Background: an optimization exercise with open tools, aiming at small area. Do not read the settings as production practice. Power and IR drop assume default switching activity.

== exp/zinc ==
// stop_watch
module stop_watch(clk, pause, rst, adj, select, anode, cathode);
Size in the first run: roughly 220 cells after synthesis, ~1800 sq um of cells after synthesis.
==> flow/config.mk <==
export PLATFORM = sky130hd
export DESIGN_NAME = stop_watch
export DESIGN_NICKNAME = stop_watch
export VERILOG_FILES = /design/flow/design.v
export SDC_FILE = /design/flow/constraint.sdc
export NUM_CORES = 4
export LEC_CHECK = 0
export CAP_MARGIN = 20
export CORE_MARGIN = 2
export CORE_UTILIZATION = 40
export SLEW_MARGIN = 20
==> flow/constraint.sdc <==
create_clock -name core_clock -period 6.0 [get_ports {clk}]
set_input_delay 1.2000 -clock core_clock [delete_from_list [all_inputs] [get_ports {clk}]]
set_output_delay 1.2000 -clock core_clock [all_outputs]
set_load 0.01 [all_outputs]
standard.sh (not shown) runs the stock make flow with config.mk's settings and CLKGATE_MAP_FILE= SYNTH_SCRIPT=/design/flow/synth_recipe.tcl, a recipe that flattens the netlist after the stock synthesis.
==> flow/flow/run.sh <==
#!/bin/bash
# Own layout flow: the standard synthesis, then the combinational logic between the
# (unchanged) flip-flops is re-optimised for area with ABC, proven equivalent to the standard
# netlist with a SAT miter, and the standard ORFS flow continues from that netlist.
set -euo pipefail
W=$PWD
F=$W/flow
PLAT=${FLOW_PLATFORM:-sky130hd}
TOP=${FLOW_TOP:-stop_watch}
R=$W/orfs/results/$PLAT/stop_watch/base
LIB=$FLOW_HOME/platforms/$PLAT/lib/sky130_fd_sc_hd__tt_025C_1v80.lib

bash standard.sh synth > $W/log_1_standard_synth.log 2>&1

cp $R/1_2_yosys.v $W/std_netlist.v
python3 $F/unmap.py $LIB $W/std_netlist.v $W/std_unmapped.v > $W/log_2_unmap.log 2>&1

DU=$(sed -n '/DONT_USE_CELLS/,/^$/p' $FLOW_HOME/platforms/$PLAT/config.mk | tr -d '\\' \
     | grep -o 'sky130_fd_sc_hd__[a-z0-9_]*' | sed 's/^/-dont_use /' | tr '\n' ' ')
SCRIPT=${REOPT_SCRIPT:-'+strash;&get,-n;&deepsyn,-T,60;&dch,-f;&nf,-R,1000;&put'}
cat > $W/reopt.ys <<EOT
read_liberty -lib $LIB
read_verilog $W/std_unmapped.v
hierarchy -top $TOP
opt -purge
techmap
opt -fast -purge
abc -liberty $LIB $DU -script $SCRIPT
opt_clean -purge
hilomap -singleton -hicell sky130_fd_sc_hd__conb_1 HI -locell sky130_fd_sc_hd__conb_1 LO
insbuf -buf sky130_fd_sc_hd__buf_4 A X
splitnets
opt_clean -purge
stat -liberty $LIB
write_verilog -noattr -nohex -nodec $W/reopt_netlist.v
EOT
ok=0
if yosys -s $W/reopt.ys > $W/log_3_reopt.log 2>&1; then
  # prove the new logic equal to the standard netlist's, flip-flops cut
  python3 $F/unmap.py $LIB $W/reopt_netlist.v $W/reopt_unmapped.v >> $W/log_2_unmap.log 2>&1
  python3 $F/cut.py $W/std_unmapped.v $W/cut_gold.v $TOP
  python3 $F/cut.py $W/reopt_unmapped.v $W/cut_gate.v $TOP
  cat > $W/equiv.ys <<EOT
read_verilog $W/cut_gold.v
rename $TOP gold
read_verilog $W/cut_gate.v
rename $TOP gate
proc
opt_clean
miter -equiv -flatten -make_assert -ignore_gold_x gold gate miter
hierarchy -top miter
sat -verify -prove-asserts miter
EOT
  if yosys -s $W/equiv.ys > $W/log_4_equiv.log 2>&1 && grep -q "SUCCESS" $W/log_4_equiv.log; then
    ok=1
  fi
fi
if [[ $ok == 1 ]]; then
  echo "using re-optimised netlist" | tee $W/log_5_choice.log
  cp $W/reopt_netlist.v $R/1_2_yosys.v
  rm -f $R/1_synth.odb $R/1_synth.sdc
else
  echo "re-optimisation failed or not proven; using the standard netlist" | tee $W/log_5_choice.log
fi

bash standard.sh finish ${FLOW_MAKE_ARGS:-} > $W/log_6_standard_finish.log 2>&1
Other scripts of this flow, unchanged in this note and not shown: flow/flow/cut.py, flow/flow/unmap.py
Both conditions hold for exp/zinc: the flow ran to the end and the final layout passed the timing, DRC and antenna checks.
--- input diff exp/zinc..exp/nickel ---
--- a/flow/flow/run.sh
+++ b/flow/flow/run.sh
@@ -50,5 +50,5 @@
 miter -equiv -flatten -make_assert -ignore_gold_x gold gate miter
 hierarchy -top miter
-sat -verify -prove-asserts miter
+sat -verify -prove-asserts -set-init-undef miter
 EOT
   if yosys -s $W/equiv.ys > $W/log_4_equiv.log 2>&1 && grep -q "SUCCESS" $W/log_4_equiv.log; then
==> run notes <==
Re combinational share of power: exp/nickel is 0.4 points up on exp/zinc.
Diff exp/zinc -> exp/nickel | number of cells in the finished layout apart from fillers | increase of about 36%
[exp/nickel vs exp/zinc] count of vias placed by the detailed router: higher in exp/nickel
exp/nickel ends up with a largest fanout on the critical path that is 7 higher than in exp/zinc.
exp/nickel — met3 capacity usage during global routing 1.0 points higher, exp/zinc as reference
exp/nickel has static leakage power above what exp/zinc had.
exp/zinc ended up with ring[1]$_SDFFE_PP1P_ as its origin of the worst setup path; exp/nickel ended up with ring[2]$_SDFFE_PP1P_.
The run showing the smaller die area is exp/zinc.
In exp/nickel, the total power came out about 15% above the value in exp/zinc.
Against exp/zinc, exp/nickel comes in 1 higher on total buffers and inverters traversed by the critical path.
A worst setup path endpoint of cathode[5] is what exp/zinc shows, while cathode[6] belongs to exp/nickel.
> inputs changed (exp/nickel -> exp/juniper)
--- a/flow/flow/run.sh
+++ b/flow/flow/run.sh
@@ -50,5 +50,5 @@
 miter -equiv -flatten -make_assert -ignore_gold_x gold gate miter
 hierarchy -top miter
-sat -verify -prove-asserts -set-init-undef miter
+sat -verify -prove-asserts miter
 EOT
   if yosys -s $W/equiv.ys > $W/log_4_equiv.log 2>&1 && grep -q "SUCCESS" $W/log_4_equiv.log; then
@@ -64,3 +64,3 @@
 fi
 
-bash standard.sh finish ${FLOW_MAKE_ARGS:-} > $W/log_6_standard_finish.log 2>&1
+bash standard.sh finish "BUFFER_PORTS_ARGS=-buffer_cell sky130_fd_sc_hd__buf_1" > $W/log_6_standard_finish.log 2>&1
==> run notes <==
- Against exp/nickel, exp/juniper comes in 0.87 ns higher on setup slack after layout.
- Global-route wire length before repair: exp/juniper < exp/nickel
- Compared with exp/nickel, post-synthesis area per instance in exp/juniper decreased slightly.
- Height of the die shrinks by more than 10% when moving from exp/nickel to exp/juniper.
Function was not checked in any run of this note: the RTL went through the layout flow alone.

port drivers added, routing unchanged:
The results above use ideal ports. As a check the final layouts listed here were re-extracted and re-timed, cells and wires unchanged. Step 1 (the two cells are an assumption about what drives the block):
set clk [get_ports {clk}]
set_driving_cell -lib_cell sky130_fd_sc_hd__clkbuf_16 $clk
set_driving_cell -lib_cell sky130_fd_sc_hd__buf_2 [delete_from_list [all_inputs] $clk]
Step 2 also shifts input and output timing later by t, the mid clock arrival at the registers, as if the neighbouring blocks saw the same clock. Three values: ideal, step 1, step 2; two values: the first two.
| run | shift t [ns] | slack for setup (ns) | hold WS [ns] | latest minus earliest clock arrival (ns) | cell pins on the clock port's net |
|---|---|---|---|---|---|
| exp/zinc | 0.308 | 1.791 / 1.765 / 2.073 | 0.457 / 0.457 / 0.457 | 0.005 / 0.005 | 1 |
| exp/nickel | 0.323 | 1.424 / 1.396 / 1.719 | 0.455 / 0.455 / 0.455 | 0.008 / 0.008 | 1 |
| exp/juniper | 0.318 | 2.296 / 2.271 / 2.589 | 0.464 / 0.464 / 0.464 | 0.006 / 0.006 | 1 |
After both steps every run listed still meets setup and hold.
